This design comes from an exercise in tuning for small area on the open sky130 flow, not from production work. RTL that was checked went through simulation tests only; none was proved equivalent to the original. No driver is modelled on the clock port, so clocking that relies on it looks cheaper here than on a real chip. Power is estimated from default activity; no workload was simulated.

Design LighthouseTimer, start of the top module:
module LighthouseTimer #(
		parameter COUNTER_WIDTH = 32,
		parameter CLOCKS_PER_US = 16
	) (
		input envelope,
		input data,
		input clk,
		input reset,
		output [COUNTER_WIDTH-1:0] sync_A_time,
		output [COUNTER_WIDTH-1:0] sync_B_time,
		output [COUNTER_WIDTH-1:0] sweep_time,
		output reg complete
		);
	localparam DW = 18;
	localparam PW = 16;
	localparam LW = 17;
	localparam TIMEOUT_SYNC_A = 4300*CLOCKS_PER_US;
	localparam TIMEOUT_SYNC_B = 600*CLOCKS_PER_US;
	localparam TIMEOUT_SWEEP = 7000*CLOCKS_PER_US;
	localparam SYNC_PULSE_MIN = 62*CLOCKS_PER_US;
	function [LW-1:0] lfsrStep(input [LW-1:0] s);
		lfsrStep = {s[LW-2:0], ~(s[16] ^ s[13])};
	endfunction
	localparam [LW-1:0] AT_SWEEP = 17'h175f5;
	localparam PULSE_SYNC_A = 2'b00;
	localparam PULSE_SYNC_B = 2'b01;
	localparam PULSE_SWEEP = 2'b10;
	localparam PHASE_WAIT = 2'b00;
	localparam PHASE_TIME_PULSE = 2'b01;
	localparam PHASE_PULSE_COMPLETE = 2'b10;
	localparam PHASE_TIMEOUT = 2'b11;
	reg [1:0] pulse;
	reg [1:0] phase;
	reg prev;
	wire riseDetected = envelope & ~prev;
	wire fallDetected = ~envelope & prev;
	reg [LW-1:0] delay;
	reg delayReset;
	reg pastSweep;
	reg [DW-1:0] track;
	reg [PW-1:0] widthA;
	reg [PW-1:0] widthB;
	reg pulseRun;
	reg pulseOdd;
	wire isA = pulse == PULSE_SYNC_A;
	wire isB = pulse == PULSE_SYNC_B;
	wire isS = pulse == PULSE_SWEEP;
	wire timedOut = isB ? track > TIMEOUT_SYNC_B :
		(isS | complete) ? pastSweep : (pastSweep | track > TIMEOUT_SYNC_A);
	wire trackHold = complete | (isS & (pulseOdd | phase == PHASE_PULSE_COMPLETE));
	wire [DW:0] trackCarry;
	assign trackCarry[0] = ~trackHold;
	wire [DW-1:0] trackNext;
	genvar gi;
	generate for (gi = 0; gi < DW; gi = gi + 1) begin : tinc
		assign trackNext[gi] = track[gi] ^ trackCarry[gi];
		assign trackCarry[gi+1] = track[gi] & trackCarry[gi];
	end endgenerate
	wire [PW:0] bCarry;
	assign bCarry[0] = isB & phase == PHASE_TIME_PULSE;
	wire [PW-1:0] widthBNext;
	generate for (gi = 0; gi < PW; gi = gi + 1) begin : binc
		assign widthBNext[gi] = widthB[gi] ^ bCarry[gi];
		assign bCarry[gi+1] = widthB[gi] & bCarry[gi];
	end endgenerate
	wire shortA = track < SYNC_PULSE_MIN - 1;
	wire shortB = widthB < SYNC_PULSE_MIN;
	wire restart = reset |
		(phase == PHASE_WAIT & fallDetected & isA) |
		(phase == PHASE_PULSE_COMPLETE & ((isA & shortA) | (isB & shortB))) |
		(phase == PHASE_TIMEOUT & ~isB);
  ...
Settings: LEC_CHECK=0, CAP_MARGIN=20, CORE_MARGIN=2, CORE_UTILIZATION=70, PLACE_DENSITY=0.8, SLEW_MARGIN=20; clock period 10.0 ns.
standard.sh (not shown) runs the stock make flow with config.mk's settings and CLKGATE_MAP_FILE= SYNTH_SCRIPT=/design/flow/synth_recipe.tcl, a recipe that flattens the netlist after the stock synthesis.
==> flow/flow/run.sh <==
#!/bin/bash
# The standard layout (standard.sh: the standard synthesis and ORFS flow), with these
# placement/CTS choices changed:
#  - the tie-low cell is not duplicated per load (one conb_1 drives the constant-zero outputs);
#  - every input and output port still gets its own buffer, but a buf_1 rather than the
#    resizer's default pick;
#  - after global placement, logic cells are sized down to the smallest drive of their
#    family (flow/downsize.tcl); the resizer's repair_design then fixes any slew or
#    capacitance this breaks, and later repair_timing any timing;
#  - CTS inserts no dummy load cells.
# ORFS writes each step's full log under orfs/logs; make's own output goes to standard.log.
set -euo pipefail
export SKIP_REPAIR_TIE_FANOUT=1
export BUFFER_PORTS_ARGS="-buffer_cell sky130_fd_sc_hd__buf_1"
export POST_GLOBAL_PLACE_TCL="$PWD/flow/downsize.tcl"
export CTS_ARGS="-sink_clustering_enable -repair_clock_nets -dont_use_dummy_load"
bash standard.sh > standard.log 2>&1
==> flow/flow/downsize.tcl <==
# Gate sizing for area: replace each logic cell by the smallest cell of its family
# (same name up to the drive-strength suffix, e.g. nand4_4 -> nand4_1). Registers,
# clock cells, tie cells, tap/fill cells and port buffers are left as they are.
set db [ord::get_db]
set block [ord::get_db_block]
set dont_use {}
if {[info exists ::env(DONT_USE_CELLS)]} { set dont_use $::env(DONT_USE_CELLS) }
proc is_dont_use {name} {
  global dont_use
  foreach p $dont_use { if {[string match $p $name]} { return 1 } }
  return 0
}
set n 0
set saved 0.0
foreach inst [$block getInsts] {
  set m [$inst getMaster]
  set name [$m getName]
  if {![regexp {^(sky130_fd_sc_hd__[a-z0-9]+)_([0-9]+)$} $name -> base drive]} { continue }
  if {[regexp {__(df|edf|sdf|sedf|dl|clk|conb|tap|fill|decap|diode|lpflow|probe|bufbuf|dly)} $base]} { continue }
  if {[string match "input*" [$inst getName]] || [string match "output*" [$inst getName]]} { continue }
  set best $m
  set barea [expr {[$m getWidth] * [$m getHeight]}]
  foreach d {0 1 2} {
    set c [$db findMaster ${base}_$d]
    if {$c eq "NULL" || $c eq ""} { continue }
    if {[is_dont_use ${base}_$d]} { continue }
    set a [expr {[$c getWidth] * [$c getHeight]}]
    if {$a < $barea} { set best $c; set barea $a }
  }
  if {$best ne $m} {
    set saved [expr {$saved + ([$m getWidth] * [$m getHeight] - $barea) / 1e6}]
    $inst swapMaster $best
    incr n
  }
}
puts "downsize: swapped $n cells, saved [format %.1f $saved] um2"
The starting point never finished: it broke off in 3_3_place_gp.
Then changed:
==> flow/flow/downsize.tcl (replaced) <==
# Gate sizing for area: replace each logic cell by the smallest cell of its family
# (same name up to the drive-strength suffix, e.g. nand4_4 -> nand4_1). Registers,
# clock cells, tie cells, tap/fill cells and port buffers are left as they are.
proc ds_is_dont_use {name patterns} {
  foreach p $patterns { if {[string match $p $name]} { return 1 } }
  return 0
}
proc ds_downsize {} {
  set db [ord::get_db]
  set block [ord::get_db_block]
  set patterns {}
  if {[info exists ::env(DONT_USE_CELLS)]} { set patterns $::env(DONT_USE_CELLS) }
  set n 0
  set saved 0.0
  foreach inst [$block getInsts] {
    set m [$inst getMaster]
    set name [$m getName]
    if {![regexp {^(sky130_fd_sc_hd__[a-z0-9]+)_([0-9]+)$} $name -> base drive]} { continue }
    if {[regexp {__(df|edf|sdf|sedf|dl|clk|conb|tap|fill|decap|diode|lpflow|probe|bufbuf|dly)} $base]} { continue }
    if {[string match "input*" [$inst getName]] || [string match "output*" [$inst getName]]} { continue }
    set best $m
    set barea [expr {[$m getWidth] * [$m getHeight]}]
    foreach d {0 1 2} {
      set c [$db findMaster ${base}_$d]
      if {$c eq "NULL" || $c eq ""} { continue }
      if {[ds_is_dont_use ${base}_$d $patterns]} { continue }
      set a [expr {[$c getWidth] * [$c getHeight]}]
      if {$a < $barea} { set best $c; set barea $a }
    }
    if {$best ne $m} {
      set saved [expr {$saved + ([$m getWidth] * [$m getHeight] - $barea) / 1e6}]
      $inst swapMaster $best
      incr n
    }
  }
  puts "downsize: swapped $n cells, saved [format %.1f $saved] um2"
}
ds_downsize
This time the run completed with no timing, DRC or antenna violations.
Synthesized cell count is unchanged.
Synthesized area does not change.
Then changed:
--- a/flow/flow/run.sh
+++ b/flow/flow/run.sh
@@ -10 +10,2 @@
-#  - CTS inserts no dummy load cells.
+#  - CTS inserts no dummy load cells, and after CTS each clock buffer is made as small as
+#    keeps every register clock pin's slew at or under 100 ps (flow/clk_downsize.tcl).
@@ -16,0 +18 @@
+export POST_CTS_TCL="$PWD/flow/clk_downsize.tcl"
==> flow/flow/clk_downsize.tcl (new file) <==
proc cds_max_clk_slew {} {
  set m 0.0
  foreach p [get_pins -hierarchical */CLK] {
    set s [get_property $p slew_max]
    if {$s > $m} { set m $s }
  }
  return $m
}
proc cds_run {} {
  set limit 0.100
  set block [ord::get_db_block]
  estimate_parasitics -placement
  set before [cds_max_clk_slew]
  set n 0
  # leaf buffers (driving registers) first, then the buffers above them
  set leaves {}
  set upper {}
  foreach inst [$block getInsts] {
    set mname [[$inst getMaster] getName]
    if {![regexp {^sky130_fd_sc_hd__clkbuf_([0-9]+)$} $mname]} { continue }
    set net [[$inst findITerm X] getNet]
    set leaf 0
    foreach it [$net getITerms] {
      if {[[$it getMTerm] getName] eq "CLK"} { set leaf 1; break }
    }
    if {$leaf} { lappend leaves $inst } else { lappend upper $inst }
  }
  foreach inst [concat $leaves $upper] {
    set mname [[$inst getMaster] getName]
    regexp {^sky130_fd_sc_hd__clkbuf_([0-9]+)$} $mname -> d
    foreach smaller {2 4} {
      if {$smaller >= $d} { continue }
      set cell sky130_fd_sc_hd__clkbuf_$smaller
      replace_cell [$inst getName] $cell
      if {[cds_max_clk_slew] <= $limit} {
        incr n
        break
      }
      replace_cell [$inst getName] $mname
    }
  }
  puts "clock buffer sizing: $n buffers made smaller, worst clock pin slew [format %.1f [expr {$before*1000}]] -> [format %.1f [expr {[cds_max_clk_slew]*1000}]] ps"
}
cds_run
After rerunning: Register-to-register slack barely changes; cell area goes down slightly; non-clock buffer count is unchanged; synthesized cell count is unchanged.

---

run A:
LighthouseTimer, a different RTL version from the one above (not shown whole).
Size: roughly 77 flip-flops, about 100 I/O pins.
==> flow/design.v (excerpt) <==
module LighthouseTimer #(
		parameter COUNTER_WIDTH = 32,
		parameter CLOCKS_PER_US = 16
	) (
		input envelope,
		input data,
		input clk,
		input reset,
		output [COUNTER_WIDTH-1:0] sync_A_time,
		output [COUNTER_WIDTH-1:0] sync_B_time,
		output [COUNTER_WIDTH-1:0] sweep_time,
		output reg complete
		);
Settings: LEC_CHECK=0, CAP_MARGIN=20, CORE_MARGIN=2, CORE_UTILIZATION=70, PLACE_DENSITY=0.8, SLEW_MARGIN=20; clock period 10.0 ns.
==> flow/flow/run.sh <==
#!/bin/bash
# The standard layout (standard.sh: the standard synthesis and ORFS flow), with three
# placement/CTS choices changed:
#  - the tie-low cell is not duplicated per load (one conb_1 drives the constant-zero outputs);
#  - every input and output port still gets its own buffer, but a buf_1 rather than the
#    resizer's default pick;
#  - CTS inserts no dummy load cells.
# ORFS writes each step's full log under orfs/logs; make's own output goes to standard.log.
set -euo pipefail
export SKIP_REPAIR_TIE_FANOUT=1
export BUFFER_PORTS_ARGS="-buffer_cell sky130_fd_sc_hd__buf_1"
export CTS_ARGS="-sink_clustering_enable -repair_clock_nets -dont_use_dummy_load -buf_list sky130_fd_sc_hd__clkbuf_4 -sink_clustering_size 30 -sink_clustering_max_diameter 100"
bash standard.sh > standard.log 2>&1
Setup changes, run A to run B
--- a/flow/flow/run.sh
+++ b/flow/flow/run.sh
@@ -11,3 +11,3 @@
 export BUFFER_PORTS_ARGS="-buffer_cell sky130_fd_sc_hd__buf_1"
-export CTS_ARGS="-sink_clustering_enable -repair_clock_nets -dont_use_dummy_load -buf_list sky130_fd_sc_hd__clkbuf_4 -sink_clustering_size 30 -sink_clustering_max_diameter 100"
+export CTS_ARGS="-sink_clustering_enable -repair_clock_nets -dont_use_dummy_load"
 bash standard.sh > standard.log 2>&1
--- a/flow/config.mk
+++ b/flow/config.mk
@@ -9,4 +9,3 @@
 export CORE_MARGIN = 2
-export CORE_UTILIZATION = 70
-export PLACE_DENSITY = 0.8
+export CORE_UTILIZATION = 40
 export SLEW_MARGIN = 20
--- outcome ---
Changes observed in run B relative to run A: power has increased, non-filler instance count after layout saw an increase, number of flip-flops and latches ~0 delta, routed length per instance dropped about 4%. On run B: setup slack is 0.082 ns lower than what run A gave. Comparing run A and run B, the lower largest voltage drop on the vdd net is on run B. Taking run A as the reference, in run B cell depth of the worst setup path has increased, layout buffer count excluding clock buffers has increased, headroom to the max-slew limit has increased, final wirelength has increased. Of run A and run B, run A shows the lower area fraction of clock buffers and clock inverters, with run B above it.
The inputs of run C differ from those of run B as listed below.
==> flow/flow/run.sh <==
#!/bin/bash
set -euo pipefail
export SKIP_REPAIR_TIE_FANOUT=1
bash standard.sh > standard.log 2>&1
Findings:
- | number of buffers outside the clock class in the layout | run C vs run B | 3.6% lower |
- Diff run B -> run C: wire length up about 0.74%; sequential share of layout area has decreased.
- Between run B and run C, the multi-input logic area figures differ only marginally.
- The final reports for run C and run B show clock buffer and inverter area fraction after layout higher in the former.
No functional check of the RTL was part of any run of this note.

## afterwards: timing with drivers on the ports
Ports are ideal in the flow. The routed layouts listed here were re-timed in OpenROAD. Step 1, drivers: a clkbuf_16 drives clk and a buf_2 each remaining input, both assumed. Step 2 times the ports against the registers' clock, not the clock port: input delays grow and output delays shrink by t, the midpoint of the rising clock arrivals with the driver on. a / b / c = ideal / step 1 / step 2; a / b = the first two.
| run | t, ns | slack for setup (ns) | worst slew at a driven data input, ns |
|---|---|---|---|
| the second run of note 1 | 0.352 | 5.408 / 5.408 / 5.408 | 0.04 |
| the third run of note 1 | 0.493 | 5.420 / 5.420 / 5.420 | 0.04 |
| run A | 0.424 | 5.963 / 5.937 / 6.361 | 0.03 |
| run B | 0.370 | 5.882 / 5.847 / 6.217 | 0.05 |
| run C | 0.377 | 5.669 / 5.637 / 6.014 | 0.04 |
After both steps every run listed still meets setup and hold.
